This is an optimization exercise on Yosys and OpenROAD, whose aim is small area, not a production implementation. In this exercise RTL edits were held to simulation tests only and were not proved equivalent to the original. Power figures rest on the tool's default switching activity, not on a simulated workload.

===== design/flow/design.v =====
module window_gen #(
    parameter int DATA_W = 8,
    parameter int IMG_W  = 32
)(
    input  logic              clk,
    input  logic              pixel_vld,
    input  logic [DATA_W-1:0] pixel_in,
    output logic [DATA_W-1:0] tap32,
    output logic [DATA_W-1:0] tap64
);
    logic [DATA_W-1:0] sr [0:2*IMG_W-1];
    always_ff @(posedge clk) begin
        if (pixel_vld) begin
            sr[0] <= pixel_in;
            for (int i = 1; i < 2*IMG_W; i++)
                sr[i] <= sr[i-1];
        end
    end
    assign tap32 = sr[IMG_W-1];
    assign tap64 = sr[2*IMG_W-1];
endmodule
module gaussian_blur (
  input  logic        clk,
  input  logic        rst_n,
  input  logic [7:0]  pixel_in,
  input  logic        pixel_vld,
  output logic [7:0]  pixel_out,
  output logic        pixel_vld_out
);
  localparam int IMG_W = 32;
  localparam int IMG_H = 24;
  logic [7:0] tap32, tap64;
  window_gen #(.DATA_W(8), .IMG_W(IMG_W)) win0 (
    .clk      (clk),
    .pixel_vld(pixel_vld),
    .pixel_in (pixel_in),
    .tap32    (tap32),
    .tap64    (tap64)
  );
  logic [8:0]  cs_s;
  logic [9:0]  cs_c;
  logic [10:0] rc0;
  logic [9:0]  vin;
  assign cs_s[0] = tap64[0] ^ pixel_in[0];
  assign cs_c[0] = 1'b0;
  assign cs_c[1] = tap64[0] & pixel_in[0];
  for (genvar i = 1; i < 8; i++) begin : g_csa0
    assign {cs_c[i+1], cs_s[i]} = tap64[i] + pixel_in[i] + tap32[i-1];
  end
  assign cs_s[8] = tap32[7];
  assign cs_c[9] = 1'b0;
  assign rc0[0] = 1'b0;
  for (genvar i = 0; i < 10; i++) begin : g_cpa0
    logic a;
    assign a = (i < 9) ? cs_s[i] : 1'b0;
    assign {rc0[i+1], vin[i]} = a + cs_c[i] + rc0[i];
  end
  logic [9:0] v0, v1, v2;
  always_ff @(posedge clk) begin
    if (pixel_vld) begin
      v0 <= vin;
      v1 <= v0;
      v2 <= v1;
    end
  end
  logic [11:0] sum;
  logic [10:0] ss_s;
  logic [11:0] ss_c;
  logic [12:0] rc1;
  assign ss_s[0] = v2[0] ^ v0[0];
  assign ss_c[0] = 1'b0;
  assign ss_c[1] = v2[0] & v0[0];
  for (genvar i = 1; i < 10; i++) begin : g_csa1
    assign {ss_c[i+1], ss_s[i]} = v2[i] + v0[i] + v1[i-1];
  end
  assign ss_s[10] = v1[9];
  assign ss_c[11] = 1'b0;
  assign rc1[0] = 1'b0;
  for (genvar i = 0; i < 12; i++) begin : g_cpa1
    logic a;
    assign a = (i < 11) ? ss_s[i] : 1'b0;
    assign {rc1[i+1], sum[i]} = a + ss_c[i] + rc1[i];
  end
  logic [1:0] vld_pipe;
  always_ff @(posedge clk or negedge rst_n) begin
    if (!rst_n) begin
      vld_pipe      <= 2'b0;
      pixel_vld_out <= 1'b0;
    end else begin
      vld_pipe      <= {vld_pipe[0], pixel_vld};
      pixel_vld_out <= vld_pipe[1];
    end
  end
  logic [$clog2(IMG_W)-1:0] col_cnt;
  logic [$clog2(IMG_H)-1:0] row_cnt;
  always_ff @(posedge clk or negedge rst_n) begin
    if (!rst_n) begin
      col_cnt <= '0;
      row_cnt <= '0;
    end else if (vld_pipe[1]) begin
      col_cnt <= col_cnt + 1'b1;
      if (&col_cnt)
        row_cnt <= (row_cnt == 5'(IMG_H-1)) ? '0 : row_cnt + 1'b1;
    end
  end
  always_ff @(posedge clk) begin
    if (row_cnt == 0)
      pixel_out <= sum[9:2];
    else
      pixel_out <= sum[11:4];
  end
endmodule

===== design/flow/flow/run.sh =====
#!/bin/bash
# Own layout flow: the standard ORFS flow with small port buffers and a
# lean clock tree (no dummy clock loads). Tool output goes to standard.log.
set -euo pipefail
export BUFFER_PORTS_ARGS="-buffer_cell sky130_fd_sc_hd__buf_1"
export CTS_ARGS="-sink_clustering_enable -repair_clock_nets -dont_use_dummy_load -buf_list sky130_fd_sc_hd__clkbuf_8 -root_buf sky130_fd_sc_hd__clkbuf_4 -tree_buf sky130_fd_sc_hd__clkbuf_4 -sink_clustering_buffer sky130_fd_sc_hd__clkbuf_8 -sink_clustering_size 20 -sink_clustering_max_diameter 60"
bash standard.sh > standard.log 2>&1

===== design/flow/standard.sh =====
#!/bin/bash
# synth_recipe.tcl (not shown) runs the flow's synth.tcl, then flattens the netlist and writes it again
# the make line also repeats each setting of config.mk as NAME=value (left out here)
make -C /OpenROAD-flow-scripts/flow DESIGN_CONFIG=/design/flow/config.mk WORK_HOME=/design/flow/orfs CLKGATE_MAP_FILE= SYNTH_SCRIPT=/design/flow/synth_recipe.tcl "${@:-finish}"

===== design/flow/config.mk =====
export PLATFORM = sky130hd
export DESIGN_NAME = gaussian_blur
export DESIGN_NICKNAME = gaussian_blur
export VERILOG_FILES = /design/flow/design.v
export SDC_FILE = /design/flow/constraint.sdc
export NUM_CORES = 4
export LEC_CHECK = 0
export CAP_MARGIN = 20
export CORE_MARGIN = 2
export CORE_UTILIZATION = 40
export SLEW_MARGIN = 20

===== design/flow/constraint.sdc =====
create_clock -name core_clock -period 5.0 [get_ports {clk}]
set_input_delay 1.0000 -clock core_clock [delete_from_list [all_inputs] [get_ports {clk}]]
set_output_delay 1.0000 -clock core_clock [all_outputs]
set_load 0.01 [all_outputs]

==> results of run 1 <==
[final timing paths]
| check | start | to | cells past startpoint |
|---|---|---|---|
| max in group asynchronous | rst_n | col_cnt[1] | 1 |
| hold reg to reg | win0.sr[44][3] | win0.sr[45][3] | 0 |
| min in group core_clock | win0.sr[44][3] | win0.sr[45][3] | 0 |
| setup / recovery | v2[1] | pixel_out[6] | 12 |
| setup reg to reg | v2[1] | pixel_out[6] | 12 |
| hold / removal | rst_n | vld_pipe[0] | 1 |
[what timing repair did]
action | CTS | global route
pin swaps | 3 | 6
setup endpoints to repair | 2 | 2
gates resized for setup | 1 | 0
setup buffers | 1 | 0
[state kept, by name, summed over array words and instances, names as in the netlist]
signal         cells
win0.sr          512
v2                10
v0                10
row_cnt            5
col_cnt            5
pixel_out          8
v1                10
vld_pipe           2
pixel_vld_out      1
[where the power goes]
part           total, mW  leakage, nW  switching [mW]  internal [mW]
Combinational      0.549        0.476           0.294          0.255
Clock               1.81        0.239            1.23          0.586
Sequential          5.70         5.53           0.140           5.56
Total               8.06         6.25            1.66           6.40
[cell usage in the layout (no fill, tap or decap), types with 5 or more instances in the layout]
cell,count
edfxtp_1,542
dfrtp_1,13
clkbuf_4,6
fa_1,24
buf_1,18
inv_1,8
fa_2,8
clkbuf_8,30
ha_1,5
mux2_2,11
dfxtp_1,8
[cell families (layout without fill, tap and decap cells)]
group	count (synthesis)	count (layout)	synth area share
and+or+nand+nor	14	14	0.005132
AOI/OAI and AO/OA	7	7	0.002320
adders and majority gates	37	37	0.03950
buffers and inverters	9	68	0.001968
muxes	11	11	0.006959
DFF	563	563	0.9417
xor gates and xnor gates	5	5	0.002461
other	0	1	0
[area by class of cell]
cell class / count / area (µm²)
Clock buffer: 35 / 450.4
Sequential cell: 563 / 16760
Multi-Input combinational cell: 74 / 1028
Antenna cell: 1 / 2.502
Fill cell: 3683 / 24850
Inverter: 8 / 30.03
Tap cell: 592 / 740.7
Timing Repair Buffer: 25 / 170.2
[worst max-delay path: cells and delay by family, from the launching register on]
family                     cells  cell delay (ns)
DFF                            1             0.42
adders and majority gates     10             3.86
muxes                          1             0.27
and+or+nand+nor                1             0.17
[metal layers]
layer | wire [µm] | track usage | vias up
met5 | 0 | 0 | -
met4 | 460 | 0.03009 | 0
met3 | 961 | 0.02151 | 38
met2 | 7636 | 0.1085 | 87
met1 | 11390 | 0.1501 | 3064
li1 | - | - | 2636
==> reports/metrics.yaml, run 1 <==
cts:
  ctsRootBufferMaster: "clkbuf_4"
  cts_inserted_buffers: 35
  cts-htree-levels: 2
  cts_sinks: 563
  cts.clk_slew.worst_paths_ns: 0.11
  clk_latency_ns: 0.68
  clockBufferDepth: 3
  cts_tree: "built"
  postCtsHoldBufs: 0
synth:
  synth_common_cells: "edfxtp_1, fa_1, dfrtp_1"
  yosysWarnings: 3
  syn_nets: 694
  synth_cells: 646
  yosysTopAreaCell: "edfxtp_1"
  ys_async_sr_fraction: 0.02309
  synth_top_cells_by_area: "edfxtp_1, fa_1, dfrtp_1"
  synth_area_um2: 17800
  ys_seq_area_frac: 0.9417
  synthDistinctLibCells: 20
  avgSynthCellArea_um2: 27.55
  ys.flop_type: "edfxtp_1"
  synth_top_area_share: 0.9144
  synth-seq-cells: 563
  synth_edf_count: 542
  post-synth-top-count-cell: "edfxtp_1"
sta:
  setup_ws_ns: 0.1968
  finalSetupTns_ns: 0
  slew_headroom: 0.4080
  rsz0062_at_grt: "no"
  min_period_ns: 4.803
  hold_viol_final: 0
  tightestPinTransition_ns: 0.8881
  maxSlewViolCount: 0
  period_share: 0.9606
  setup_viol: 0
  clock.fmax_mhz: 208.2
  hold_slack_ns: 0.3387
  fin_skew_ns: 0.04818
route:
  drc_errors: 0
  dr.pass1.iters: 4
  routed_wl_um: 20450
  via_count: 5825
  final_antenna_net_count: 0
  drtIter0Drc: 630
  avgRoutedWirePerCell_um: 15.75
  viasPerCell: 4.488
power_and_ir_drop:
  power_density_nw_per_um2: 420.2
  peakVddDrop_mv: 0.1818
  finalPower_mw: 8.060
  leakage_nw: 6.249
place:
  dpl_cell_area_um2: 18720
  dp_worst_setup_slack_ns: -0.1913
  post-dp-hpwl_um: 10110
  gp_congestion: 0.6728
  dp_cells: 1261
  port-buffer-count: 19
floorplanning:
  die_y_um: 214.9
  num_rows: 77
  core-area_um2: 44030
  initial_core_util: 0.4043
  die_area_um2: 46200
  die_x_um: 214.9
  pin_count: 20
final_layout:
  design_area_um2: 19180
  final_util: 0.4357
  stdcell_count: 1298
  drive_gt1_frac: 0.08936
  fin_nets: 755
  area_growth_syn_to_layout_pct: 7.775
global_route:
  grt_max_degree: 122
  overflow: 0
  grtUsageTotal: 0.08854
  grt_pass1_vias: 5708
  antenna_found_initial: 2
  grt_pass1_wl_um: 32040
worst_setup_path:
  crit_path_cell_trace: "fa_1 > and3_4 > fa_2 > fa_2 > fa_2 > fa_2 > fa_2 > fa_2 > fa_2 > fa_2 > fa_1 > mux2_2"
  worstPathRequired_ns: 5.57
  arrival_ns: 5.37
  crit_slowest_cell: "fa_1"
  cp-end-kind: "flop"
  r2r_slack_ns: 0.20
  crit_path_max_incr_delay_ns: 0.49
  worstPathMaxFanout: 1
  critPathKind: "reg -> reg"
  crit_top_cell: "fa_2"
  crit_path_start_kind: "flop"
job:
  drv_cap: 0
worst_hold_path:
  hold_path.class: "in -> async"
run_status:
  outcome: "complete, no violations"
==> run 2, diff against run 1 <==
==> design/flow/flow/run.sh (replaced) <==
#!/bin/bash
# Own layout flow: the standard ORFS flow with small port buffers and a
# lean clock tree (no dummy clock loads). Tool output goes to standard.log.
set -euo pipefail
export BUFFER_PORTS_ARGS="-buffer_cell sky130_fd_sc_hd__buf_1"
export CTS_ARGS="-sink_clustering_enable -repair_clock_nets -dont_use_dummy_load -buf_list sky130_fd_sc_hd__clkbuf_8 -root_buf sky130_fd_sc_hd__clkbuf_4 -tree_buf sky130_fd_sc_hd__clkbuf_4 -sink_clustering_buffer sky130_fd_sc_hd__clkbuf_8 -sink_clustering_size 21 -sink_clustering_max_diameter 60"
bash standard.sh > standard.log 2>&1
==> run 2 against run 1 <==
Net effect:
- critical path type unchanged
- hold slack worse by 0.0085 ns
- power down 0.20%
- highest routed layer unchanged
- setup slack worse by 0.0095 ns
==> reports/metrics.yaml, run 2 <==
power_and_ir_drop:
  leakage_nw: 6.242  # -0.12%
  power_density_nw_per_um2: 419.6  # -0.13%
  power_switching_share: 0.2070  # +0.0006608
  peakVddDrop_mv: 0.1831  # +0.74%
  power.clock.fraction: 0.224  # about the same
  combPwrFrac: 0.068  # about the same
  power.internal_mw: 6.379  # -0.29%
  p_sw_mw: 1.665  # +0.12%
  p_seq_frac: 0.708  # about the same
synth:
  synthDistinctLibCells: 20  # unchanged
  synth-seq-cells: 563  # unchanged
  ys.flop_type: "edfxtp_1"
  post-synth-top-count-cell: "edfxtp_1"
  yosysWarnings: 3  # unchanged
  synth_edf_count: 542  # unchanged
  syn_nets: 694  # unchanged
  ys_async_sr_fraction: 0.02309  # unchanged
  yosysTopAreaCell: "edfxtp_1"
  synth_top_cells_by_area: "edfxtp_1, fa_1, dfrtp_1"
  synth_cells: 646  # unchanged
  synth_area_um2: 17800  # unchanged
  avgSynthCellArea_um2: 27.55  # unchanged
  synth_top_area_share: 0.9144  # unchanged
  ys_seq_area_frac: 0.9417  # unchanged
  synth_common_cells: "edfxtp_1, fa_1, dfrtp_1"
place:
  gp_congestion: 0.6728  # unchanged
  port-buffer-count: 19  # unchanged
  post-dp-hpwl_um: 10110  # unchanged
global_route:
  antenna_found_initial: 2  # unchanged
  grtUsageMet3: 0.02321  # +0.001699
  use_met2: 0.1078  # -0.0007551
  grt-busiest-layer: "met1"
  grtUsageTotal: 0.08864  # +0.00009440
  grt_pass1_vias: 5671  # -0.65%
  grt_pass1_wl_um: 32070  # about the same
  overflow: 0  # unchanged
  grt_max_degree: 122  # unchanged
  grt_use_met1: 0.1500  # about the same
floorplanning:
  die_x_um: 214.9  # unchanged
  die_y_um: 214.9  # unchanged
  initial_core_util: 0.4043  # unchanged
  num_rows: 77  # unchanged
  die_area_um2: 46200  # unchanged
  pin_count: 20  # unchanged
  core-area_um2: 44030  # unchanged
route:
  viasPerCell: 4.476  # -0.25%
  drc_errors: 0  # unchanged
  drtIter0Drc: 703  # +12%
  via_count: 5806  # -0.33%
  routed_wl_um: 20450  # about the same
  final_antenna_net_count: 0  # unchanged
  avgRoutedWirePerCell_um: 15.76  # about the same
  dr.pass1.iters: 5  # +1
cts:
  cts-htree-levels: 2  # unchanged
  postCtsHoldBufs: 0  # unchanged
  ctsRootBufferMaster: "clkbuf_4"
  clockBufferDepth: 3  # unchanged
  clk_latency_ns: 0.71  # +0.03 ns
  cts_sinks: 563  # unchanged
  cts_inserted_buffers: 34  # -2.9%
  cts.clk_slew.worst_paths_ns: 0.11  # about the same
  cts_tree: "built"
worst_setup_path:
  crit_slowest_cell: "fa_1"
  critPathKind: "reg -> reg"
  crit_top_cell: "fa_2"
  worst-path-buf-inv: 0  # unchanged
  arrival_ns: 5.38  # about the same
  crit_path_start_kind: "flop"
  worstPathRequired_ns: 5.57  # about the same
  worstPathMaxFanout: 2  # +1
  crit_path_cell_trace: "fa_1 > and3_4 > fa_2 > fa_2 > fa_2 > fa_2 > fa_2 > fa_2 > fa_2 > fa_2 > fa_1 > mux2_2"
  r2r_slack_ns: 0.19  # about the same
  path_delay_family: "adder cells"
  crit_path_max_incr_delay_ns: 0.50  # about the same
  ff2ff_path_depth: 12  # unchanged
  startpoint: "v0[1]"
  r2r_end: "pixel_out[6]"
  cp-end-kind: "flop"
  rr_startpoint: "v0[1]"
sta:
  finalSetupTns_ns: 0  # unchanged
  slew_headroom: 0.4025  # -0.005453
  rsz0062_at_grt: "no"
  setup_viol: 0  # unchanged
  maxSlewViolCount: 0  # unchanged
  period_share: 0.9625  # +0.001901
  hold_slack_ns: 0.3302  # -0.008500 ns
  min_period_ns: 4.813  # +0.009503 ns
  clock.fmax_mhz: 207.8  # -0.20%
  tightestPinTransition_ns: 0.8962  # +0.008179 ns
  hold_viol_final: 0  # unchanged
  fin_skew_ns: 0.07473  # +0.02655 ns
final_layout:
  area_growth_syn_to_layout_pct: 7.697  # about the same
  largest_reg_flops: 512  # unchanged
  mostFrequentLayoutCell: "edfxtp_1"
  regMostFlops: "win0.sr"
  drive_gt1_frac: 0.08807  # -0.001294
  fin_nets: 754  # -0.13%
  fillers: 3684  # +0.027%
  final_cell_mix: "edfxtp_1, clkbuf_8, fa_1"
run_status:
  outcome: "complete, no violations"
worst_hold_path:
  hold_path.class: "in -> async"
job:
  drv_cap: 0  # unchanged
-- run 2: power by group through the flow --
stage	Combinational [mW]	Clock, mW	Sequential (mW)
2_1_floorplan	0.335	0	5.76
3_3_place_gp	0.554	0	5.80
3_5_place_dp	0.574	0	5.80
4_1_cts	0.572	1.92	5.70
5_1_grt	0.640	2.08	5.74
6_report	0.548	1.80	5.70
-- run 2: worst max-delay path by stage --
stage                              end  depth (start not counted)
final                     pixel_out[6]                         12
after global routing      pixel_out[6]                         12
after CTS                 pixel_out[6]                         12
after detailed placement         v0[8]                         12
after global placement           v0[8]                         12
after floorplan           pixel_out[6]                         12
-- run 2: metal layers --
layer  share of wire  vias up
li1                -     2636
met1            0.56     3039
met2            0.37       89
met3           0.046       42
met4           0.023        0
met5               0        -
-- run 2: logic make-up (layout without fill, tap and decap cells) --
kind of cell    count (synthesis)  after routing  share of synthesized area
compound gates                  7              7                   0.002320
xor+xnor                        5              5                   0.002461
fa+ha+maj                      37             37                    0.03950
buf+inv                         9             67                   0.001968
flops                         563            563                     0.9417
mux                            11             11                   0.006959
other cells                     0              1                          0
simple gates                   14             14                   0.005132
-- run 2: stage by stage --
step	util	setup slack (ns)	power, mW	std cells	instance area [µm²]
floorplan	-	0.03811	6.099	646	17820
global placement	0.4251	-0.1647	6.353	1261	18720
detailed placement	0.4251	-0.1913	6.374	1261	18720
CTS	0.4353	0.04823	8.198	1296	19170
global route	0.4354	0.01639	8.459	1297	19170
finish	0.4354	0.1873	8.044	1297	19170
-- run 2: what timing repair did --
item,in CTS,in global routing
resized for setup,1,0
buffers inserted,1,0
pin swaps,3,6
setup endpoints to repair,2,2
-- run 2: layout make-up --
class                   count  area, µm²  area share
multi-input cells          74       1028     0.05365
repair buffers             25      170.2    0.008877
diodes                      1      2.502   0.0001305
clock buffers              34      436.7     0.02278
inverters                   8      30.03    0.001566
flip-flops and latches    563      16760      0.8744
well taps                 592      740.7     0.03864
==> run 3, diff against run 2 <==
==> design/flow/flow/run.sh (replaced) <==
#!/bin/bash
# Own layout flow: the standard ORFS flow with small port buffers and a
# lean clock tree (no dummy clock loads). Tool output goes to standard.log.
set -euo pipefail
export BUFFER_PORTS_ARGS="-buffer_cell sky130_fd_sc_hd__buf_1"
export CTS_ARGS="-sink_clustering_enable -repair_clock_nets -dont_use_dummy_load -buf_list sky130_fd_sc_hd__clkbuf_8 -root_buf sky130_fd_sc_hd__clkbuf_1 -tree_buf sky130_fd_sc_hd__clkbuf_1 -sink_clustering_buffer sky130_fd_sc_hd__clkbuf_8 -sink_clustering_size 20 -sink_clustering_max_diameter 60"
bash standard.sh > standard.log 2>&1
==> run 3 against run 2 <==
Net effect:
- clock skew grew 0.039 ns
- synthesized cell count is the same
- still clean
- largest cell class unchanged
- die area is the same
- first-iteration DRC count shrank 15%
- hold slack lost 0.047 ns
==> reports/metrics.yaml, run 3 <==
sta:
  setup_viol: 0  # unchanged
  fin_skew_ns: 0.1135  # +0.03875 ns
  rsz0062_at_grt: "no"
  min_period_ns: 4.840  # +0.02771 ns
  hold_viol_final: 0  # unchanged
  period_share: 0.9681  # +0.005543
  slew_headroom: 0.4133  # +0.01074
  clock.fmax_mhz: 206.6  # -0.57%
  tightestPinTransition_ns: 0.8801  # -0.01611 ns
  maxSlewViolCount: 0  # unchanged
cts:
  cts_inserted_buffers: 35  # +2.9%
  cts_tree: "built"
  cts_sinks: 563  # unchanged
  cts-htree-levels: 2  # unchanged
  ctsRootBufferMaster: "clkbuf_1"
  clk_latency_ns: 1.33  # +0.62 ns
  cts.clk_slew.worst_paths_ns: 0.12  # about the same
  clockBufferDepth: 3  # unchanged
synth:
  post-synth-top-count-cell: "edfxtp_1"
  synth_area_um2: 17800  # unchanged
  syn_nets: 694  # unchanged
  synthDistinctLibCells: 20  # unchanged
  ys_seq_area_frac: 0.9417  # unchanged
  yosysWarnings: 3  # unchanged
  synth_top_area_share: 0.9144  # unchanged
  ys_async_sr_fraction: 0.02309  # unchanged
  synth-seq-cells: 563  # unchanged
  yosysTopAreaCell: "edfxtp_1"
  ys.flop_type: "edfxtp_1"
  synth_common_cells: "edfxtp_1, fa_1, dfrtp_1"
  synth_cells: 646  # unchanged
  synth_top_cells_by_area: "edfxtp_1, fa_1, dfrtp_1"
  avgSynthCellArea_um2: 27.55  # unchanged
  synth_edf_count: 542  # unchanged
power_and_ir_drop:
  leakage_nw: 6.270  # +0.44%
  finalPower_mw: 8.025  # -0.24%
  power_density_nw_per_um2: 416.8  # -0.68%
  peakVddDrop_mv: 0.1808  # -1.3%
final_layout:
  largest_reg_flops: 512  # unchanged
  design_area_um2: 19250  # +0.44%
  fin_nets: 764  # +1.3%
  area_growth_syn_to_layout_pct: 8.175
  regMostFlops: "win0.sr"
  mostFrequentLayoutCell: "edfxtp_1"
  final_cell_mix: "edfxtp_1, clkbuf_8, fa_1"
  drive_gt1_frac: 0.08123  # -0.006836
  stdcell_count: 1307  # +0.77%
  final_util: 0.4373  # +0.001932
floorplanning:
  die_area_um2: 46200  # unchanged
  die_y_um: 214.9  # unchanged
  die_x_um: 214.9  # unchanged
  pin_count: 20  # unchanged
  core-area_um2: 44030  # unchanged
  num_rows: 77  # unchanged
  initial_core_util: 0.4043  # unchanged
place:
  gp_congestion: 0.6728  # unchanged
  dpl_cell_area_um2: 18720  # unchanged
  post-dp-hpwl_um: 10110  # unchanged
  dp_cells: 1261  # unchanged
  port-buffer-count: 19  # unchanged
route:
  viasPerCell: 4.494  # +0.40%
  dr.pass1.iters: 4  # -1
  drtIter0Drc: 598  # -15%
  via_count: 5874  # +1.2%
  final_antenna_net_count: 0  # unchanged
  avgRoutedWirePerCell_um: 15.71  # -0.32%
  drc_errors: 0  # unchanged
  routed_wl_um: 20540  # +0.45%
worst_setup_path:
  worstPathMaxFanout: 2  # unchanged
  cp-end-kind: "flop"
  worstPathRequired_ns: 6.16  # +0.59 ns
  critPathKind: "reg -> reg"
  r2r_slack_ns: 0.16  # -0.03 ns
  crit_path_start_kind: "flop"
  arrival_ns: 6.00  # +0.62 ns
global_route:
  overflow: 0  # unchanged
  grt_pass1_wl_um: 32210  # +0.43%
  grt_max_degree: 122  # unchanged
  grt_pass1_vias: 5748  # +1.4%
  antenna_found_initial: 2  # unchanged
  grtUsageTotal: 0.08889  # +0.0002517
run_status:
  outcome: "complete, no violations"
worst_hold_path:
  hold_path.class: "in -> async"
job:
  drv_cap: 0  # unchanged
[run 3: power breakdown]
group	internal [mW]	switching, mW
clock	0.548	1.23
combinational	0.259	0.295
sequential	5.56	0.142
[run 3: logic make-up (layout without fill, tap and decap cells)]
logic type / after synthesis / in the layout / synth area share
buffers and inverters: 9 / 77 / 0.001968
XOR/XNOR: 5 / 5 / 0.002461
multiplexers: 11 / 11 / 0.006959
other: 0 / 1 / 0
AO/OA/AOI/OAI: 7 / 7 / 0.002320
flip-flops: 563 / 563 / 0.9417
AND/OR/NAND/NOR: 14 / 14 / 0.005132
adder cells (fa/ha/maj): 37 / 37 / 0.03950
[run 3: through the flow]
stage	setup TNS [ns]	setup slack, ns	hold WS (ns)
2_1_floorplan	0	0.03811	0.3312
5_1_grt	0	0.01652	0.1628
3_5_place_dp	-0.4668	-0.1913	0.3456
4_1_cts	0	0.01808	0.07761
3_3_place_gp	-0.2785	-0.1647	0.3324
6_report	0	0.1596	0.2831
[run 3: path summary, 6_finish.rpt]
| check | startpoint | to | depth (start not counted) |
|---|---|---|---|
| setup reg to reg | v0[1] | pixel_out[6] | 12 |
| min in group core_clock | win0.sr[38][1] | win0.sr[39][1] | 0 |
| setup / recovery | v0[1] | pixel_out[6] | 12 |
| max in group asynchronous | rst_n | col_cnt[1] | 2 |
| hold / removal | rst_n | vld_pipe[0] | 2 |
| hold reg to reg | win0.sr[38][1] | win0.sr[39][1] | 0 |
[run 3: critical path: stages (launching register included)]
cell and delay [ns]:
edfxtp_1 0.44, fa_1 0.50, and3_4 0.17, fa_2 0.38, fa_2 0.34, fa_2 0.34
fa_2 0.35, fa_2 0.39, fa_2 0.36, fa_2 0.40, fa_2 0.39, fa_1 0.45
mux2_2 0.27
[run 3: repair_timing]
item                                    in CTS  in global routing
buffers inserted                             1                  0
pin swaps                                    2                  2
hold buffers                                 9                  0
endpoints found under the hold margin       22                  0
resized for setup                            1                  0
endpoints found under the setup margin       2                  2
[run 3: area by class of cell]
class / count / area (µm²)
Timing Repair Buffer: 34 / 260.3
Multi-Input combinational cell: 74 / 1028
Antenna cell: 1 / 2.502
Tap cell: 592 / 740.7
Clock buffer: 35 / 431.7
Inverter: 8 / 30.03
Fill cell: 3674 / 24770
Sequential cell: 563 / 16760
[run 3: routing by layer]
metal / part of all wire / global-route usage / wire length, µm
met4: 0.023 / 0.02963 / 468
met1: 0.55 / 0.1503 / 11260
met3: 0.052 / 0.02137 / 1070
met2: 0.38 / 0.1098 / 7736
met5: 0 / 0 / 0
==> run 4, diff against run 3 <==
==> design/flow/flow/run.sh (replaced) <==
#!/bin/bash
# Own layout flow: the standard ORFS flow with small port buffers and a
# lean clock tree (no dummy clock loads). Tool output goes to standard.log.
set -euo pipefail
export BUFFER_PORTS_ARGS="-buffer_cell sky130_fd_sc_hd__buf_1"
export CTS_ARGS="-sink_clustering_enable -repair_clock_nets -dont_use_dummy_load -buf_list sky130_fd_sc_hd__clkbuf_8 -root_buf sky130_fd_sc_hd__clkbuf_2 -tree_buf sky130_fd_sc_hd__clkbuf_2 -sink_clustering_buffer sky130_fd_sc_hd__clkbuf_8 -sink_clustering_size 21 -sink_clustering_max_diameter 60"
bash standard.sh > standard.log 2>&1
==> run 4 against run 3 <==
Net effect:
- synthesized cell count unchanged
- sequential share of layout area up 0.44 points
- highest routed layer unchanged
- die area unchanged
- still clean
- via count fell by 1.6%
- synthesized area unchanged
- first-iteration DRC count increased by 20%
- maximum frequency increased by 0.78%
- global-route usage hardly changed
- largest cell class unchanged
- clock power about the same
- sequential power about the same
==> reports/metrics.yaml, run 4 <==
global_route:
  grtUsageTotal: 0.08864  # -0.0002517
  overflow: 0  # unchanged
  antenna_found_initial: 2  # unchanged
  grt_max_degree: 122  # unchanged
  grt_pass1_vias: 5671  # -1.3%
  grt_pass1_wl_um: 32070  # -0.43%
floorplanning:
  num_rows: 77  # unchanged
  pin_count: 20  # unchanged
  die_area_um2: 46200  # unchanged
  die_x_um: 214.9  # unchanged
  die_y_um: 214.9  # unchanged
  initial_core_util: 0.4043  # unchanged
  core-area_um2: 44030  # unchanged
synth:
  synth_common_cells: "edfxtp_1, fa_1, dfrtp_1"
  synth-seq-cells: 563  # unchanged
  synth_compound_area_frac: 0.002320  # unchanged
  synth_top_family_by_area: "adder cells"
  synthDistinctLibCells: 20  # unchanged
  synth-simple-area-share: 0.005131  # unchanged
  post-synth-top-count-cell: "edfxtp_1"
  synth_top_cells_by_area: "edfxtp_1, fa_1, dfrtp_1"
  synth_edf_count: 542  # unchanged
  synthMuxAreaShare: 0.006959  # unchanged
  ys.flop_type: "edfxtp_1"
  synth_cells: 646  # unchanged
  synth_top_area_share: 0.9144  # unchanged
  synth_area_um2: 17800  # unchanged
  ys_seq_area_frac: 0.9417  # unchanged
  yosysWarnings: 3  # unchanged
  avgSynthCellArea_um2: 27.55  # unchanged
  yosysTopAreaCell: "edfxtp_1"
  ys_async_sr_fraction: 0.02309  # unchanged
  synth-adder-area-share: 0.03951  # unchanged
  syn_nets: 694  # unchanged
  synthXorXnorAreaFrac: 0.002460  # unchanged
run_status:
  outcome: "complete, no violations"
sta:
  hold_viol_final: 0  # unchanged
  fin_skew_ns: 0.1046  # -0.008870 ns
  hold_slack_ns: 0.1882  # -0.09491 ns
  tightestPinTransition_ns: 0.8950  # +0.01491 ns
  setup_viol: 0  # unchanged
  period_share: 0.9606  # -0.007476
  clock.fmax_mhz: 208.2  # +0.78%
  maxSlewViolCount: 0  # unchanged
  rsz0062_at_grt: "no"
  slew_headroom: 0.4033  # -0.009942
  setup_ws_ns: 0.1970  # +0.03738 ns
  min_period_ns: 4.803  # -0.03738 ns
route:
  via_count: 5779  # -1.6%
  routed_wl_um: 20460  # -0.39%
  avgRoutedWirePerCell_um: 15.77  # +0.37%
  viasPerCell: 4.456  # -0.86%
  drtIter0Drc: 718  # +20%
  final_antenna_net_count: 0  # unchanged
  dr.pass1.iters: 6  # +2
  drc_errors: 0  # unchanged
cts:
  cts_inserted_buffers: 34  # -2.9%
  cts_tree: "built"
  clockBufferDepth: 3  # unchanged
  postCtsHoldBufs: 0  # -9
  cts-htree-levels: 2  # unchanged
  ctsRootBufferMaster: "clkbuf_2"
  cts_sinks: 563  # unchanged
  clk_latency_ns: 0.88  # -0.45 ns
  cts.clk_slew.worst_paths_ns: 0.11  # about the same
place:
  port-buffer-count: 19  # unchanged
  dp_worst_setup_slack_ns: -0.1913  # unchanged
  gp_congestion: 0.6728  # unchanged
  post-dp-hpwl_um: 10110  # unchanged
worst_setup_path:
  arrival_ns: 5.51  # -0.49 ns
  r2r_slack_ns: 0.20  # +0.04 ns
  worstPathMaxFanout: 1  # -1
  crit_path_start_kind: "flop"
  worstPathRequired_ns: 5.71  # -0.45 ns
  critPathKind: "reg -> reg"
  cp-end-kind: "flop"
final_layout:
  area_growth_syn_to_layout_pct: 7.627
  final_cell_mix: "edfxtp_1, clkbuf_8, fa_1"
  mostFrequentLayoutCell: "edfxtp_1"
  regMostFlops: "win0.sr"
  final_util: 0.4351  # -0.002216
  drive_gt1_frac: 0.08807  # +0.006836
  largest_reg_flops: 512  # unchanged
  fin_nets: 754  # -1.3%
power_and_ir_drop:
  leakage_nw: 6.240  # -0.48%
  power_density_nw_per_um2: 418.3  # +0.37%
  peakVddDrop_mv: 0.1831  # +1.3%
job:
  drv_cap: 0  # unchanged
worst_hold_path:
  hold_path.class: "in -> async"
run 4: layout make-up:
cell class	instances	area, µm²
fill	3688	24870
sequential	563	16760
multi-input combinational	74	1028
tap	592	740.7
clock buffer	34	424.2
timing repair buffer	25	170.2
inverter	8	30.03
antenna	1	2.502
run 4: metal layers:
metal | track usage | vias to the layer above | share of wire
li1 | - | 2636 | -
met1 | 0.1500 | 3015 | 0.55
met2 | 0.1078 | 87 | 0.37
met3 | 0.02321 | 41 | 0.058
met4 | 0.02986 | 0 | 0.023
met5 | 0 | - | 0
run 4: kinds of logic (layout without fill, tap and decap cells):
family                     count (synthesis)  in the layout
other                                      0              1
AOI/OAI and AO/OA                          7              7
adders and majority gates                 37             37
xor gates and xnor gates                   5              5
and+or+nand+nor                           14             14
buffers and inverters                      9             67
DFF                                      563            563
muxes                                     11             11
run 4: final timing paths:
check | start | endpoint | cells after the start
min in group core_clock | win0.sr[23][0] | win0.sr[24][0] | 0
hold / removal | rst_n | row_cnt[1] | 1
setup reg to reg | v2[1] | pixel_out[6] | 12
hold reg to reg | win0.sr[23][0] | win0.sr[24][0] | 0
max in group asynchronous | rst_n | col_cnt[0] | 1
setup / recovery | v2[1] | pixel_out[6] | 12
run 4: through the flow:
step / TNS [ns] / std cells / power, mW / cell area, µm²
after floorplan: 0 / 646 / 6.099 / 17820
after global placement: -0.2785 / 1261 / 6.353 / 18720
after detailed placement: -0.4668 / 1261 / 6.374 / 18720
after CTS: 0 / 1296 / 8.172 / 19150
after global routing: 0 / 1297 / 8.432 / 19160
final: 0 / 1297 / 8.014 / 19160
run 4: critical path: stages (launching register included):
cell and delay [ns]:
edfxtp_1 0.41, fa_1 0.49, and3_4 0.17, fa_2 0.34, fa_2 0.37, fa_2 0.38, fa_2 0.39, fa_2 0.34
fa_2 0.36, fa_2 0.39, fa_2 0.35, fa_1 0.45, mux2_2 0.27
run 4: timing repair:
action                                  4_1_cts  5_1_grt
endpoints found under the setup margin        2        2
pin swaps                                     3        6
gates cloned                                  0        0
gates resized for setup                       1        0
setup buffers                                 1        0
run 4: where the power goes:
group / total, mW / leakage (nW) / switching (mW) / internal [mW]
logic: 0.548 / 0.476 / 0.293 / 0.254
clock network: 1.77 / 0.229 / 1.23 / 0.540
registers: 5.70 / 5.53 / 0.141 / 5.56
total: 8.01 / 6.24 / 1.66 / 6.35
==> run 5, diff against run 4 <==
==> design/flow/flow/run.sh (replaced) <==
#!/bin/bash
# Own layout flow: the standard ORFS flow with small port buffers and a
# lean clock tree (no dummy clock loads). Tool output goes to standard.log.
set -euo pipefail
export BUFFER_PORTS_ARGS="-buffer_cell sky130_fd_sc_hd__buf_1"
export CTS_ARGS="-sink_clustering_enable -repair_clock_nets -dont_use_dummy_load -buf_list sky130_fd_sc_hd__clkbuf_8 -root_buf sky130_fd_sc_hd__clkbuf_2 -tree_buf sky130_fd_sc_hd__clkbuf_2 -sink_clustering_buffer sky130_fd_sc_hd__clkbuf_8 -sink_clustering_size 20 -sink_clustering_max_diameter 60"
bash standard.sh > standard.log 2>&1
==> run 5 against run 4 <==
Net effect:
- hold slack improved by 0.0072 ns
- synthesized area stayed put
- critical path type unchanged
- combinational power hardly changed
- setup slack lost 0.00055 ns
- wire length up 0.16%
- clock power hardly changed
- core utilization barely moved
- register-to-register slack about the same
- clock skew fell by 0.026 ns
- still clean
- critical endpoint unchanged
==> reports/metrics.yaml, run 5 <==
sta:
  slew_headroom: 0.4101  # +0.006777
  fin_skew_ns: 0.07823  # -0.02638 ns
  tightestPinTransition_ns: 0.8849  # -0.01016 ns
  min_period_ns: 4.804  # +0.0005550 ns
  setup_ws_ns: 0.1964  # -0.0005550 ns
  clock.fmax_mhz: 208.2  # about the same
  rsz0062_at_grt: "no"
  setup_viol: 0  # unchanged
  hold_viol_final: 0  # unchanged
  maxSlewViolCount: 0  # unchanged
  hold_slack_ns: 0.1954  # +0.007218 ns
  period_share: 0.9607  # about the same
power_and_ir_drop:
  power_switching_share: 0.2073  # about the same
  leakage_nw: 6.247  # +0.12%
  power.clock.fraction: 0.223  # +0.002
  power_density_nw_per_um2: 419.1  # +0.18%
  peakVddDrop_mv: 0.1770  # -3.3%
  finalPower_mw: 8.034  # +0.25%
  combPwrFrac: 0.068  # about the same
  p_sw_mw: 1.666  # +0.16%
  power.internal_mw: 6.368  # +0.28%
  p_seq_frac: 0.709  # -0.002
synth:
  post-synth-top-count-cell: "edfxtp_1"
  synth_top_cells_by_area: "edfxtp_1, fa_1, dfrtp_1"
  ys.flop_type: "edfxtp_1"
  yosysTopAreaCell: "edfxtp_1"
  synth_top_area_share: 0.9144  # unchanged
  synth_edf_count: 542  # unchanged
  syn_nets: 694  # unchanged
  avgSynthCellArea_um2: 27.55  # unchanged
  synthDistinctLibCells: 20  # unchanged
  ys_seq_area_frac: 0.9417  # unchanged
  ys_async_sr_fraction: 0.02309  # unchanged
  synth_area_um2: 17800  # unchanged
  yosysWarnings: 3  # unchanged
  synth-seq-cells: 563  # unchanged
  synth_common_cells: "edfxtp_1, fa_1, dfrtp_1"
  synth_cells: 646  # unchanged
route:
  via_count: 5827  # +0.83%
  avgRoutedWirePerCell_um: 15.79  # about the same
  routed_wl_um: 20490  # +0.16%
  viasPerCell: 4.489  # +0.75%
  dr.pass1.iters: 4  # -2
  drtIter0Drc: 635  # -12%
  final_antenna_net_count: 0  # unchanged
  drc_errors: 0  # unchanged
cts:
  clockBufferDepth: 3  # unchanged
  cts_tree: "built"
  postCtsHoldBufs: 0  # unchanged
  cts-htree-levels: 2  # unchanged
  clk_latency_ns: 0.85  # -0.03 ns
  ctsRootBufferMaster: "clkbuf_2"
  cts.clk_slew.worst_paths_ns: 0.11  # about the same
  cts_sinks: 563  # unchanged
  cts_inserted_buffers: 35  # +2.9%
floorplanning:
  core-area_um2: 44030  # unchanged
  pin_count: 20  # unchanged
  die_x_um: 214.9  # unchanged
  die_area_um2: 46200  # unchanged
  num_rows: 77  # unchanged
  initial_core_util: 0.4043  # unchanged
  die_y_um: 214.9  # unchanged
worst_setup_path:
  crit_path_start_kind: "flop"
  critPathKind: "reg -> reg"
  worstPathRequired_ns: 5.71  # about the same
  cp-end-kind: "flop"
  arrival_ns: 5.52  # about the same
  worstPathMaxFanout: 1  # unchanged
place:
  post-dp-hpwl_um: 10110  # unchanged
  port-buffer-count: 19  # unchanged
  gp_congestion: 0.6728  # unchanged
  dp_worst_setup_slack_ns: -0.1913  # unchanged
  dp_cells: 1261  # unchanged
final_layout:
  area_growth_syn_to_layout_pct: 7.704  # about the same
  fin_nets: 755  # +0.13%
  final_cell_mix: "edfxtp_1, clkbuf_8, fa_1"
  regMostFlops: "win0.sr"
  final_util: 0.4354  # about the same
  largest_reg_flops: 512  # unchanged
  drive_gt1_frac: 0.08936  # +0.001294
  stdcell_count: 1298  # +0.077%
  mostFrequentLayoutCell: "edfxtp_1"
job:
  drv_cap: 0  # unchanged
global_route:
  antenna_found_initial: 2  # unchanged
  grt_pass1_vias: 5691  # +0.35%
  overflow: 0  # unchanged
  grtUsageTotal: 0.08857  # about the same
  grt_pass1_wl_um: 32040  # about the same
  grt_max_degree: 122  # unchanged
run_status:
  outcome: "complete, no violations"
worst_hold_path:
  hold_path.class: "in -> async"
-- run 5: cell families (layout without fill, tap and decap cells) --
logic type | after synthesis | in the layout | synth area share
buffers and inverters | 9 | 68 | 0.001968
DFF | 563 | 563 | 0.9417
adders and majority gates | 37 | 37 | 0.03950
other | 0 | 1 | 0
AOI/OAI and AO/OA | 7 | 7 | 0.002320
muxes | 11 | 11 | 0.006959
xor gates and xnor gates | 5 | 5 | 0.002461
and+or+nand+nor | 14 | 14 | 0.005132
-- run 5: path summary, 6_finish.rpt --
path	startpoint	to	slack, ns	cells past startpoint
worst min-delay path	rst_n	vld_pipe[0]	0.20	1
min in group core_clock	win0.sr[44][3]	win0.sr[45][3]	0.38	0
worst max register to register	v2[1]	pixel_out[6]	0.20	12
worst min register to register	win0.sr[44][3]	win0.sr[45][3]	0.38	0
worst max-delay path	v2[1]	pixel_out[6]	0.20	12
max in group asynchronous	rst_n	col_cnt[1]	4.34	1
-- run 5: cell type report --
class / count / area, µm²
antenna: 1 / 2.502
timing repair buffer: 25 / 170.2
inverter: 8 / 30.03
sequential: 563 / 16760
fill: 3684 / 24860
tap: 592 / 740.7
clock buffer: 35 / 437.9
multi-input combinational: 74 / 1028
-- run 5: power groups by stage --
stage          sequential, mW  clock [mW]  combinational, mW
2_1_floorplan            5.76           0              0.335
3_3_place_gp             5.80           0              0.554
3_5_place_dp             5.80           0              0.574
4_1_cts                  5.70        1.91              0.572
5_1_grt                  5.74        2.07              0.640
6_report                 5.70        1.79              0.548
-- run 5: layer usage --
metal,global-route usage,vias up,routed length [µm]
met1,0.1501,3055,11440
met3,0.02222,38,995
met4,0.02917,0,437
met2,0.1085,100,7621
met5,0,-,0
li1,-,2634,-
-- run 5: worst max-delay path, stage by stage (launching register included) --
cell and delay, ns:
edfxtp_1 0.42, fa_1 0.49, and3_4 0.17, fa_2 0.34, fa_2 0.37, fa_2 0.38, fa_2 0.39, fa_2 0.34
fa_2 0.36, fa_2 0.39, fa_2 0.35, fa_1 0.45, mux2_2 0.27
-- run 5: through the flow --
step	area, µm²	TNS (ns)
6_report	19170	0
3_3_place_gp	18720	-0.2785
2_1_floorplan	17820	0
3_5_place_dp	18720	-0.4668
4_1_cts	19170	0
5_1_grt	19170	0
-- run 5: repair_timing --
action | in CTS | in global routing
pin swaps | 3 | 6
endpoints found under the setup margin | 2 | 2
setup buffers | 1 | 0
gates resized for setup | 1 | 0
endpoints found under the hold margin | 0 | 0
==> run 6, diff against run 5 <==
--- a/design/flow/design.v
+++ b/design/flow/design.v
@@ -92,18 +92,18 @@
     end
   end
-  logic [$clog2(IMG_W)-1:0] col_cnt;
-  logic [$clog2(IMG_H)-1:0] row_cnt;
+  logic [7:0] pos;
+  logic [1:0] third;
   always_ff @(posedge clk or negedge rst_n) begin
     if (!rst_n) begin
-      col_cnt <= '0;
-      row_cnt <= '0;
+      pos   <= '0;
+      third <= '0;
     end else if (vld_pipe[1]) begin
-      col_cnt <= col_cnt + 1'b1;
-      if (&col_cnt)
-        row_cnt <= (row_cnt == 5'(IMG_H-1)) ? '0 : row_cnt + 1'b1;
+      pos <= pos + 1'b1;
+      if (&pos)
+        third <= (third == 2'd2) ? 2'd0 : third + 1'b1;
     end
   end
   always_ff @(posedge clk) begin
-    if (row_cnt == 0)
+    if (pos[7:5] == 3'd0 && third == 2'd0)
       pixel_out <= sum[9:2];
     else
==> run 6 against run 5 <==
Net effect:
- non-clock buffer count rose by 5
- combinational power about the same
- synthesized area fell by 0.36%
- synthesized cell count fell by 1.9%
- first-iteration DRC count fell by 5.5%
- clock-buffer cell count grew 1
- register-to-register slack about the same
==> reports/metrics.yaml, run 6 <==
sta:
  slew_headroom: 0.4240  # +0.01395
  hold_viol_final: 0  # unchanged
  min_period_ns: 4.793  # -0.01099 ns
  tightestPinTransition_ns: 0.8640  # -0.02092 ns
  setup_viol: 0  # unchanged
  maxSlewViolCount: 0  # unchanged
  finalSetupTns_ns: 0  # unchanged
  fin_skew_ns: 0.08457  # +0.006345 ns
  clock.fmax_mhz: 208.7  # +0.23%
  rsz0062_at_grt: "no"
  period_share: 0.9585  # -0.002198
worst_setup_path:
  critPathKind: "reg -> reg"
  crit_path_start_kind: "flop"
  startpoint: "v0[1]"
  worst-path-buf-inv: 0  # unchanged
  path_delay_family: "adder cells"
  crit_path_cell_trace: "fa_1 > and3_4 > fa_2 > fa_2 > fa_2 > fa_2 > fa_2 > fa_2 > fa_2 > fa_2 > fa_1 > mux2_2"
  crit_path_end: "pixel_out[6]"
  rr_startpoint: "v0[1]"
  crit_slowest_cell: "fa_1"
  ff2ff_path_depth: 12  # unchanged
  worstPathRequired_ns: 5.74  # +0.03 ns
  r2r_slack_ns: 0.21  # about the same
  crit_cells: 12  # unchanged
  cp-end-kind: "flop"
  worstPathMaxFanout: 2  # +1
  crit_path_max_incr_delay_ns: 0.51  # +0.02 ns
  crit_top_cell: "fa_2"
  arrival_ns: 5.53  # about the same
  r2r_end: "pixel_out[6]"
final_layout:
  final_util: 0.4353  # about the same
  largest_reg_flops: 512  # unchanged
  fin_nets: 748  # -0.93%
  regMostFlops: "win0.sr"
  fillers: 3650  # -0.92%
  mostFrequentLayoutCell: "edfxtp_1"
  final_cell_mix: "edfxtp_1, clkbuf_8, fa_1"
  area_growth_syn_to_layout_pct: 8.049
  design_area_um2: 19160  # about the same
  drive_gt1_frac: 0.09857  # +0.009210
place:
  gp_congestion: 0.7376  # +9.6%
  post-dp-hpwl_um: 10210  # +1.0%
  dpl_cell_area_um2: 18700  # about the same
  port-buffer-count: 19  # unchanged
global_route:
  overflow: 0  # unchanged
  grt_pass1_wl_um: 33250  # +3.8%
  grt_pass1_vias: 5863  # +3.0%
  grtUsageTotal: 0.09145  # +0.002873
  antenna_found_initial: 1  # -1
  grt_max_degree: 161  # +32%
route:
  via_count: 5772  # -0.94%
  dr.pass1.iters: 4  # unchanged
  final_antenna_net_count: 0  # unchanged
  avgRoutedWirePerCell_um: 16.16  # +2.4%
  viasPerCell: 4.464  # -0.56%
  drtIter0Drc: 600  # -5.5%
  routed_wl_um: 20900  # +2.0%
  drc_errors: 0  # unchanged
power_and_ir_drop:
  power_density_nw_per_um2: 420.9  # +0.45%
  peakVddDrop_mv: 0.2398  # +35%
  leakage_nw: 6.259  # +0.19%
cts:
  ctsRootBufferMaster: "clkbuf_2"
  clk_latency_ns: 0.90  # +0.05 ns
  cts_sinks: 563  # unchanged
  cts_tree: "built"
  postCtsHoldBufs: 0  # unchanged
  clockBufferDepth: 3  # unchanged
  cts_inserted_buffers: 36  # +2.9%
  cts-htree-levels: 2  # unchanged
  cts.clk_slew.worst_paths_ns: 0.11  # about the same
floorplanning:
  pin_count: 20  # unchanged
  initial_core_util: 0.4028  # -0.001449
  core-area_um2: 44030  # unchanged
  die_y_um: 214.6  # -0.17%
  die_area_um2: 46040  # -0.35%
  num_rows: 77  # unchanged
  die_x_um: 214.6  # -0.17%
synth:
  synth_common_cells: "edfxtp_1, fa_1, dfrtp_1"
  ys_seq_area_frac: 0.9450  # +0.003388
  avgSynthCellArea_um2: 27.97  # +1.5%
  ys_async_sr_fraction: 0.02309  # unchanged
  synth_area_um2: 17740  # -0.36%
  synth_top_cells_by_area: "edfxtp_1, fa_1, dfrtp_1"
  yosysTopAreaCell: "edfxtp_1"
  synth_top_area_share: 0.9177  # +0.003290
  ys.flop_type: "edfxtp_1"
  yosysWarnings: 3  # unchanged
  synth-seq-cells: 563  # unchanged
  synthDistinctLibCells: 17  # -15%
  post-synth-top-count-cell: "edfxtp_1"
  synth_cells: 634  # -1.9%
  synth_edf_count: 542  # unchanged
  syn_nets: 680  # -2.0%
run_status:
  outcome: "complete, no violations"
worst_hold_path:
  hold_path.class: "in -> async"
job:
  drv_cap: 0  # unchanged
-- run 6: layer usage --
layer / vias up / track usage / part of all wire
li1: 2615 / - / -
met1: 3024 / 0.1456 / 0.52
met2: 82 / 0.1215 / 0.41
met3: 51 / 0.02128 / 0.039
met4: 0 / 0.03472 / 0.027
met5: - / 0 / 0
-- run 6: kinds of logic after synthesis --
| logic type | Yosys count | share of synthesized area |
|---|---|---|
| flip-flops | 563 | 0.9450 |
| multiplexers | 11 | 0.006984 |
| buffers and inverters | 5 | 0.001058 |
| AND/OR/NAND/NOR | 13 | 0.005220 |
| adder cells (fa/ha/maj) | 35 | 0.03824 |
| XOR/XNOR | 7 | 0.003457 |
-- run 6: final cells by class --
| cell class | instances | area [µm²] | area share |
|---|---|---|---|
| Tap cell | 592 | 740.7 | 0.03865 |
| Antenna cell | 1 | 2.502 | 0.0001306 |
| Multi-Input combinational cell | 66 | 980.9 | 0.05119 |
| Timing Repair Buffer | 30 | 207.7 | 0.01084 |
| Clock buffer | 36 | 451.7 | 0.02357 |
| Sequential cell | 563 | 16760 | 0.8746 |
| Inverter | 5 | 18.77 | 0.0009794 |
-- run 6: worst min-delay path by stage --
stage	from	endpoint	slack (ns)	cells after the start
final	rst_n	pos[5]	0.16	1
after global routing	rst_n	vld_pipe[0]	0.11	1
after CTS	rst_n	vld_pipe[0]	0.04	1
after detailed placement	vld_pipe[0]	vld_pipe[1]	0.33	0
after global placement	vld_pipe[0]	vld_pipe[1]	0.33	0
after floorplan	vld_pipe[0]	vld_pipe[1]	0.33	0
-- run 6: repair_timing --
| action | CTS | global route |
|---|---|---|
| buffers inserted | 0 | 0 |
| pin swaps | 4 | 6 |
| endpoints found under the hold margin | 0 | 0 |
| resized for setup | 1 | 0 |
| gates cloned | 0 | 0 |
| setup endpoints to repair | 2 | 2 |
-- run 6: report_power, final --
group	total (mW)	internal, mW	switching, mW
combinational	0.547	0.255	0.291
sequential	5.71	5.56	0.150
clock	1.81	0.574	1.24
total	8.07	6.39	1.68
-- run 6: per-stage QoR --
step	cells	setup slack [ns]	hold WS (ns)	power (mW)
2_1_floorplan	634	0.03812	0.3312	6.091
3_3_place_gp	1256	-0.1891	0.3345	6.347
3_5_place_dp	1256	-0.1915	0.3347	6.384
4_1_cts	1292	0.03393	0.03717	8.224
5_1_grt	1293	0.04554	0.1145	8.454
6_report	1293	0.2074	0.1617	8.067
==> run 7, diff against run 6 <==
==> design/flow/flow/run.sh (replaced) <==
#!/bin/bash
# Own layout flow: the standard ORFS flow (standard.sh) with
#  - small port buffers,
#  - the pixel_vld fanout driven by a few location-clustered buffers
#    (flow/vld_tree.tcl, run before global placement),
#  - a lean clock tree: no dummy clock loads, small root/branch buffers.
# make and the ORFS step logs (orfs/logs/...) hold each tool's output;
# standard.log holds what standard.sh prints.
set -euo pipefail
export BUFFER_PORTS_ARGS="-buffer_cell sky130_fd_sc_hd__buf_1"
export CTS_ARGS="-sink_clustering_enable -repair_clock_nets -dont_use_dummy_load -buf_list sky130_fd_sc_hd__clkbuf_8 -root_buf sky130_fd_sc_hd__clkbuf_2 -tree_buf sky130_fd_sc_hd__clkbuf_2 -sink_clustering_buffer sky130_fd_sc_hd__clkbuf_8 -sink_clustering_size 20 -sink_clustering_max_diameter 60"
export PRE_GLOBAL_PLACE_TCL="$PWD/flow/vld_tree.tcl"
export VLD_TREE_K=6
export VLD_TREE_CELL=sky130_fd_sc_hd__buf_4
bash standard.sh > standard.log 2>&1
==> design/flow/flow/vld_tree.tcl (new file) <==
# Pre-global-placement hook: drive the pixel_vld loads (the shift-register
# enables) from a few strong buffers, one per location cluster, instead of
# leaving the high-fanout net to repair_design. buffer_ports then puts the
# usual port buffer in front of them.
set block [ord::get_db_block]
set dbu [$block getDbUnitsPerMicron]
set onet [[$block findBTerm pixel_vld] getNet]
set loads {}
foreach it [$onet getITerms] {
  if { [$it isInputSignal] } {
    set bb [[$it getInst] getBBox]
    lappend loads [list [expr {([$bb xMin] + [$bb xMax]) / 2}] \
      [expr {([$bb yMin] + [$bb yMax]) / 2}] \
      "[[$it getInst] getName]/[[$it getMTerm] getName]"]
  }
}
set n [llength $loads]
set k $::env(VLD_TREE_K)
# k groups: columns of equal size by x, each split into rows by y
set cols [expr {int(ceil(sqrt($k)))}]
set rows [expr {int(ceil(double($k) / $cols))}]
set byx [lsort -integer -index 0 $loads]
set per_col [expr {int(ceil(double($n) / $cols))}]
set g 0
for {set c 0} {$c < $cols} {incr c} {
  set colset [lsort -integer -index 1 \
    [lrange $byx [expr {$c * $per_col}] [expr {($c + 1) * $per_col - 1}]]]
  set m [llength $colset]
  if { $m == 0 } { continue }
  set per_row [expr {int(ceil(double($m) / $rows))}]
  for {set r 0} {$r < $rows} {incr r} {
    set grp [lrange $colset [expr {$r * $per_row}] [expr {($r + 1) * $per_row - 1}]]
    if { [llength $grp] == 0 } { continue }
    set sx 0
    set sy 0
    set pins {}
    foreach l $grp {
      set sx [expr {$sx + [lindex $l 0]}]
      set sy [expr {$sy + [lindex $l 1]}]
      lappend pins [get_pins [lindex $l 2]]
    }
    set x [expr {double($sx) / [llength $grp] / $dbu}]
    set y [expr {double($sy) / [llength $grp] / $dbu}]
    insert_buffer -buffer_cell $::env(VLD_TREE_CELL) -net [get_nets [$onet getName]] \
      -load_pins $pins -location [list $x $y] -buffer_name vldbuf_$g
    incr g
  }
}
puts "vld_tree: $n loads of pixel_vld split over $g $::env(VLD_TREE_CELL) buffers"
==> run 7 against run 6 <==
Net effect:
- via count up 1.0%
- first-iteration DRC count decreased by 4.8%
- synthesized cell count stayed put
- sequential cell count is the same
- critical path depth unchanged
- global-route usage fell by 0.13 points
- register-to-register slack worse by 0.10 ns
- wire length increased by 0.46%
- clock-buffer cell count up 1
- sequential power is essentially flat
- setup slack got worse by 0.10 ns
- largest cell class unchanged
==> reports/metrics.yaml, run 7 <==
final_layout:
  stdcell_count: 1298  # +0.39%
  drive_gt1_frac: 0.1050  # +0.006393
  final_cell_mix: "edfxtp_1, clkbuf_8, fa_1"
  largest_reg_flops: 512  # unchanged
  mostFrequentLayoutCell: "edfxtp_1"
  design_area_um2: 19220  # +0.29%
  multi_input_area_um2: 980.9  # unchanged
  area_growth_syn_to_layout_pct: 8.367
  fin_nets: 753  # +0.67%
  fillers: 3647  # -0.082%
  final_util: 0.4365  # +0.001278
  regArea_um2: 16760  # unchanged
  regMostFlops: "win0.sr"
floorplanning:
  die_area_um2: 46040  # unchanged
  die_x_um: 214.6  # unchanged
  initial_core_util: 0.4028  # unchanged
  core-area_um2: 44030  # unchanged
  num_rows: 77  # unchanged
  die_y_um: 214.6  # unchanged
  pin_count: 20  # unchanged
sta:
  maxSlewViolCount: 0  # unchanged
  clock.fmax_mhz: 204.3  # -2.1%
  setup_ws_ns: 0.1047  # -0.1027 ns
  slew_headroom: 0.3178  # -0.1062
  finalSetupTns_ns: 0  # unchanged
  hold_viol_final: 0  # unchanged
  rsz0062_at_grt: "yes"
  fin_skew_ns: 0.1735  # +0.08895 ns
  period_share: 0.9791  # +0.02053
  setup_viol: 0  # unchanged
  tightestPinTransition_ns: 1.023  # +0.1593 ns
  min_period_ns: 4.895  # +0.1027 ns
place:
  dpl_cell_area_um2: 18750  # +0.23%
  post-dp-hpwl_um: 10760  # +5.3%
  port-buffer-count: 19  # unchanged
  gp_congestion: 0.7194  # -2.5%
  dp_worst_setup_slack_ns: -0.1823  # +0.009210 ns
  dp_cells: 1260  # +0.32%
synth:
  synth_cells: 634  # unchanged
  ys.flop_type: "edfxtp_1"
  synth_common_cells: "edfxtp_1, fa_1, dfrtp_1"
  synthDistinctLibCells: 17  # unchanged
  syn_nets: 680  # unchanged
  ys_async_sr_fraction: 0.02309  # unchanged
  ys_seq_area_frac: 0.9450  # unchanged
  synth-seq-cells: 563  # unchanged
  yosysWarnings: 3  # unchanged
  synth_top_cells_by_area: "edfxtp_1, fa_1, dfrtp_1"
  avgSynthCellArea_um2: 27.97  # unchanged
  synth_top_area_share: 0.9177  # unchanged
  post-synth-top-count-cell: "edfxtp_1"
  synth_edf_count: 542  # unchanged
  yosysTopAreaCell: "edfxtp_1"
  synth_area_um2: 17740  # unchanged
job:
  drv_cap: 0  # unchanged
worst_setup_path:
  ff2ff_path_depth: 12  # unchanged
  r2r_end: "pixel_out[6]"
  startpoint: "v2[1]"
  critPathKind: "reg -> reg"
  worstPathRequired_ns: 5.71  # -0.03 ns
  cp-end-kind: "flop"
  arrival_ns: 5.60  # +0.07 ns
  crit_path_start_kind: "flop"
  r2r_slack_ns: 0.10  # -0.10 ns
  worstPathMaxFanout: 1  # -1
  rr_startpoint: "v2[1]"
  crit_path_end: "pixel_out[6]"
power_and_ir_drop:
  p_sw_mw: 1.680  # about the same
  p_seq_frac: 0.705  # -0.002
  combPwrFrac: 0.070  # +0.002
  power_density_nw_per_um2: 421.0  # about the same
  power.clock.fraction: 0.225  # about the same
  power.internal_mw: 6.411  # +0.40%
  leakage_nw: 6.290  # +0.50%
  power_switching_share: 0.2076  # -0.0008156
  peakVddDrop_mv: 0.2265  # -5.6%
cts:
  ctsRootBufferMaster: "clkbuf_2"
  clk_latency_ns: 0.93  # +0.03 ns
  postCtsSetupBuffers: 0  # unchanged
  cts_inserted_buffers: 37  # +2.8%
  postCtsHoldBufs: 0  # unchanged
  clockBufferDepth: 3  # unchanged
  cts_sinks: 563  # unchanged
  cts.clk_slew.worst_paths_ns: 0.11  # about the same
  cts-htree-levels: 2  # unchanged
  cts_tree: "built"
global_route:
  grt_max_degree: 83  # -48%
  grtUsageTotal: 0.09019  # -0.001258
  grt_pass1_wl_um: 32830  # -1.3%
  grt_pass1_vias: 5870  # +0.12%
  overflow: 0  # unchanged
  antenna_found_initial: 1  # unchanged
route:
  wl_met2_um: 8860  # +3.6%
  dr.pass1.iters: 4  # unchanged
  drc_errors: 0  # unchanged
  drtIter0Drc: 571  # -4.8%
  avgRoutedWirePerCell_um: 16.17  # about the same
  final_antenna_net_count: 0  # unchanged
  viasPerCell: 4.492  # +0.63%
  top_layer: "met4"
  dr_wl_met3_um: 819  # +0.37%
  via_count: 5831  # +1.0%
  met1_length_um: 10820  # -1.2%
  routed_wl_um: 20990  # +0.46%
worst_hold_path:
  hold_path.class: "in -> async"
run_status:
  outcome: "complete, no violations"
## run 7: cell counts after synthesis
Identical to the previous run, type by type.
## run 7: cell families after synthesis
logic type	share of synthesized area
flops	0.9450
simple gates	0.005220
xor+xnor	0.003457
mux	0.006984
buf+inv	0.001058
fa+ha+maj	0.03824
## run 7: power groups by stage
| stage | Combinational [mW] | Clock [mW] | Sequential, mW |
|---|---|---|---|
| 4_1_cts | 0.590 | 1.95 | 5.72 |
| 5_1_grt | 0.645 | 2.08 | 5.74 |
| 2_1_floorplan | 0.323 | 0 | 5.77 |
| 3_5_place_dp | 0.592 | 0 | 5.81 |
| 6_report | 0.567 | 1.82 | 5.71 |
| 3_3_place_gp | 0.551 | 0 | 5.80 |
## run 7: worst min-delay path by stage
stage / end / slack (ns) / depth (start not counted)
3_3_place_gp: vld_pipe[1] / 0.33 / 0
4_1_cts: pos[5] / 0.08 / 1
6_report: pos[5] / 0.19 / 1
3_5_place_dp: vld_pipe[1] / 0.34 / 0
5_1_grt: pos[5] / 0.16 / 1
2_1_floorplan: vld_pipe[1] / 0.33 / 0
## run 7: cell type report
type / instances / area share
clock buffers: 37 / 0.02422
inverters: 5 / 0.0009765
diodes: 1 / 0.0001302
repair buffers: 34 / 0.01302
well taps: 592 / 0.03854
multi-input cells: 66 / 0.05104
flip-flops and latches: 563 / 0.8721
## run 7: per-stage QoR
step	hold WS (ns)	total power, mW
3_3_place_gp	0.3326	6.351
2_1_floorplan	0.3312	6.091
5_1_grt	0.1643	8.472
3_5_place_dp	0.3395	6.404
4_1_cts	0.07831	8.255
6_report	0.1876	8.091
## run 7: routing by layer
layer  global-route usage  vias up
met3              0.02241       43
met5                    0        -
met2               0.1237       84
met4              0.03079        0
met1               0.1406     3081
li1                     -     2623
## run 7: timing repair
item / in CTS / in global routing
pin swaps: 8 / 1
gates resized for setup: 1 / 0
setup endpoints to repair: 2 / 2
cloned: 0 / 0
## run 7: critical path, stage by stage, from the launching register on
cell and delay [ns]:
edfxtp_1 0.42, fa_1 0.48, and3_4 0.16, fa_2 0.34, fa_2 0.36, fa_2 0.36
fa_2 0.35, fa_2 0.36, fa_2 0.39, fa_2 0.36, fa_2 0.36, fa_1 0.46
mux2_2 0.27
==> run 8, diff against run 7 <==
--- a/design/flow/flow/run.sh
+++ b/design/flow/flow/run.sh
@@ -11,5 +11,5 @@
 export CTS_ARGS="-sink_clustering_enable -repair_clock_nets -dont_use_dummy_load -buf_list sky130_fd_sc_hd__clkbuf_8 -root_buf sky130_fd_sc_hd__clkbuf_2 -tree_buf sky130_fd_sc_hd__clkbuf_2 -sink_clustering_buffer sky130_fd_sc_hd__clkbuf_8 -sink_clustering_size 20 -sink_clustering_max_diameter 60"
 export PRE_GLOBAL_PLACE_TCL="$PWD/flow/vld_tree.tcl"
-export VLD_TREE_K=6
-export VLD_TREE_CELL=sky130_fd_sc_hd__buf_4
+export VLD_TREE_K=4
+export VLD_TREE_CELL=sky130_fd_sc_hd__buf_6
 bash standard.sh > standard.log 2>&1
==> run 8 against run 7 <==
Net effect:
- still clean on timing, DRC and antenna
- core utilization decreased by 0.18 points
- first-iteration DRC count decreased by 6.8%
- maximum frequency increased by 0.28%
- final area decreased by 0.41%
- clock skew decreased by 0.094 ns
- power decreased by 0.85%
- sequential cell count unchanged
- clock power decreased by 3%
- sequential share of layout area increased by 0.36 points
- final cell count decreased by 0.62%
- via count decreased by 0.70%
- synthesized area unchanged
- largest power group unchanged
==> reports/metrics.yaml, run 8 <==
route:
  drtIter0Drc: 532  # -6.8%
  routed_wl_um: 20790  # -0.95%
  drc_errors: 0  # unchanged
  final_antenna_net_count: 0  # unchanged
  viasPerCell: 4.488  # about the same
run_status:
  outcome: "complete, no violations"
sta:
  period_share: 0.9763  # -0.002748
  fin_skew_ns: 0.07940  # -0.09413 ns
  tightestPinTransition_ns: 0.7343  # -0.2890 ns
  setup_viol: 0  # unchanged
  slew_headroom: 0.5105  # +0.1926
  maxSlewViolCount: 0  # unchanged
cts:
  clockBufferDepth: 3  # unchanged
  cts-htree-levels: 2  # unchanged
place:
  post-dp-hpwl_um: 10200  # -5.2%
  gp_congestion: 0.7144  # -0.70%
global_route:
  grt_pass1_vias: 5805  # -1.1%
  overflow: 0  # unchanged
  grtUsageTotal: 0.08985  # -0.0003412
  antenna_found_initial: 2  # +1
  grt_pass1_wl_um: 32810  # about the same
floorplanning:
  core-area_um2: 44030  # unchanged
  num_rows: 77  # unchanged
  pin_count: 20  # unchanged
  die_x_um: 214.6  # unchanged
final_layout:
  final_cell_mix: "edfxtp_1, clkbuf_8, fa_1"
  drive_gt1_frac: 0.09469  # -0.01027
  final_util: 0.4347  # -0.001790
  mostFrequentLayoutCell: "edfxtp_1"
worst_setup_path:
  ff2ff_path_depth: 12  # unchanged
  crit_path_max_incr_delay_ns: 0.50  # +0.02 ns
  crit_path_start_kind: "flop"
  worst-path-buf-inv: 0  # unchanged
  rr_startpoint: "v0[1]"
  r2r_slack_ns: 0.12  # about the same
synth:
  ys_seq_area_frac: 0.9450  # unchanged
  synth_cells: 634  # unchanged
  syn_nets: 680  # unchanged
  ys_async_sr_fraction: 0.02309  # unchanged
  synth_top_cells_by_area: "edfxtp_1, fa_1, dfrtp_1"
  synth_top_area_share: 0.9177  # unchanged
  ys.flop_type: "edfxtp_1"
  synth_area_um2: 17740  # unchanged
  yosysTopAreaCell: "edfxtp_1"
  synth-seq-cells: 563  # unchanged
power_and_ir_drop:
  leakage_nw: 6.245  # -0.73%
  power_density_nw_per_um2: 419.1  # -0.44%
  peakVddDrop_mv: 0.2106  # -7.0%
worst_hold_path:
  hold_path.class: "in -> async"
## run 8: cell counts after synthesis
No cell type changed its count.
## run 8: worst max-delay path by stage
stage	end	cells past startpoint	startpoint	slack, ns
global route	pixel_out[6]	12	v1[0]	0.009
floorplan	pixel_out[6]	12	v0[1]	0.04
finish	pixel_out[6]	12	v0[1]	0.12
detailed placement	v0[8]	12	pixel_in[1]	-0.17
global placement	v0[8]	12	pixel_in[1]	-0.18
CTS	pixel_out[6]	12	v0[1]	0.02
## run 8: cells by family after synthesis
family / after synthesis / synth area share
xor gates and xnor gates: 7 / 0.003457
and+or+nand+nor: 13 / 0.005220
buffers and inverters: 5 / 0.001058
muxes: 11 / 0.006984
adders and majority gates: 35 / 0.03824
DFF: 563 / 0.9450
## run 8: what timing repair did
action,CTS,global route
hold buffers,0,0
setup endpoints to repair,2,1
resized for setup,1,0
setup buffers,0,0
pin swaps,3,1
## run 8: area by class of cell
cell class,count,area share
diodes,1,0.0001307
clock buffers,34,0.02216
inverters,5,0.0009805
repair buffers,29,0.01111
flip-flops and latches,563,0.8757
multi-input cells,66,0.05125
well taps,592,0.03870
## run 8: worst reg2reg max path: stages (launching register included)
cell,delay (ns)
edfxtp_1,0.44
fa_1,0.50
and3_4,0.17
fa_2,0.38
fa_2,0.35
fa_2,0.39
fa_2,0.34
fa_2,0.35
fa_2,0.39
fa_2,0.36
fa_2,0.40
fa_1,0.45
mux2_2,0.26
## run 8: through the flow
step	std cells	cell area, µm²	setup WS [ns]	total power, mW	TNS, ns
finish	1290	19140	0.1185	8.022	0
global route	1290	19140	0.008764	8.403	0
CTS	1289	19140	0.02349	8.168	0
detailed placement	1255	18710	-0.1723	6.390	-0.4582
global placement	1255	18710	-0.1840	6.345	-0.3291
floorplan	634	17760	0.03812	6.091	0
## run 8: power breakdown
part | total [mW] | switching (mW) | leakage, nW | internal, mW
clock | 1.76 | 1.22 | 0.229 | 0.540
sequential | 5.71 | 0.152 | 5.53 | 5.56
combinational | 0.555 | 0.294 | 0.481 | 0.260
## run 8: routing by layer
metal  vias up  track usage  wire, µm
li1       2604            -         -
met1      3055       0.1409     10810
met2        97       0.1231      8587
met3        34      0.02241       983
met4         0      0.02894       418
met5         -            0         0

Check on run 8: ideal ports give 0.118 ns setup slack; a clkbuf_16 on the clock port and buf_2 on the inputs give 0.118 ns; moving port delays by the midpoint clock arrival (0.874 ns) as well gives -0.128 ns.
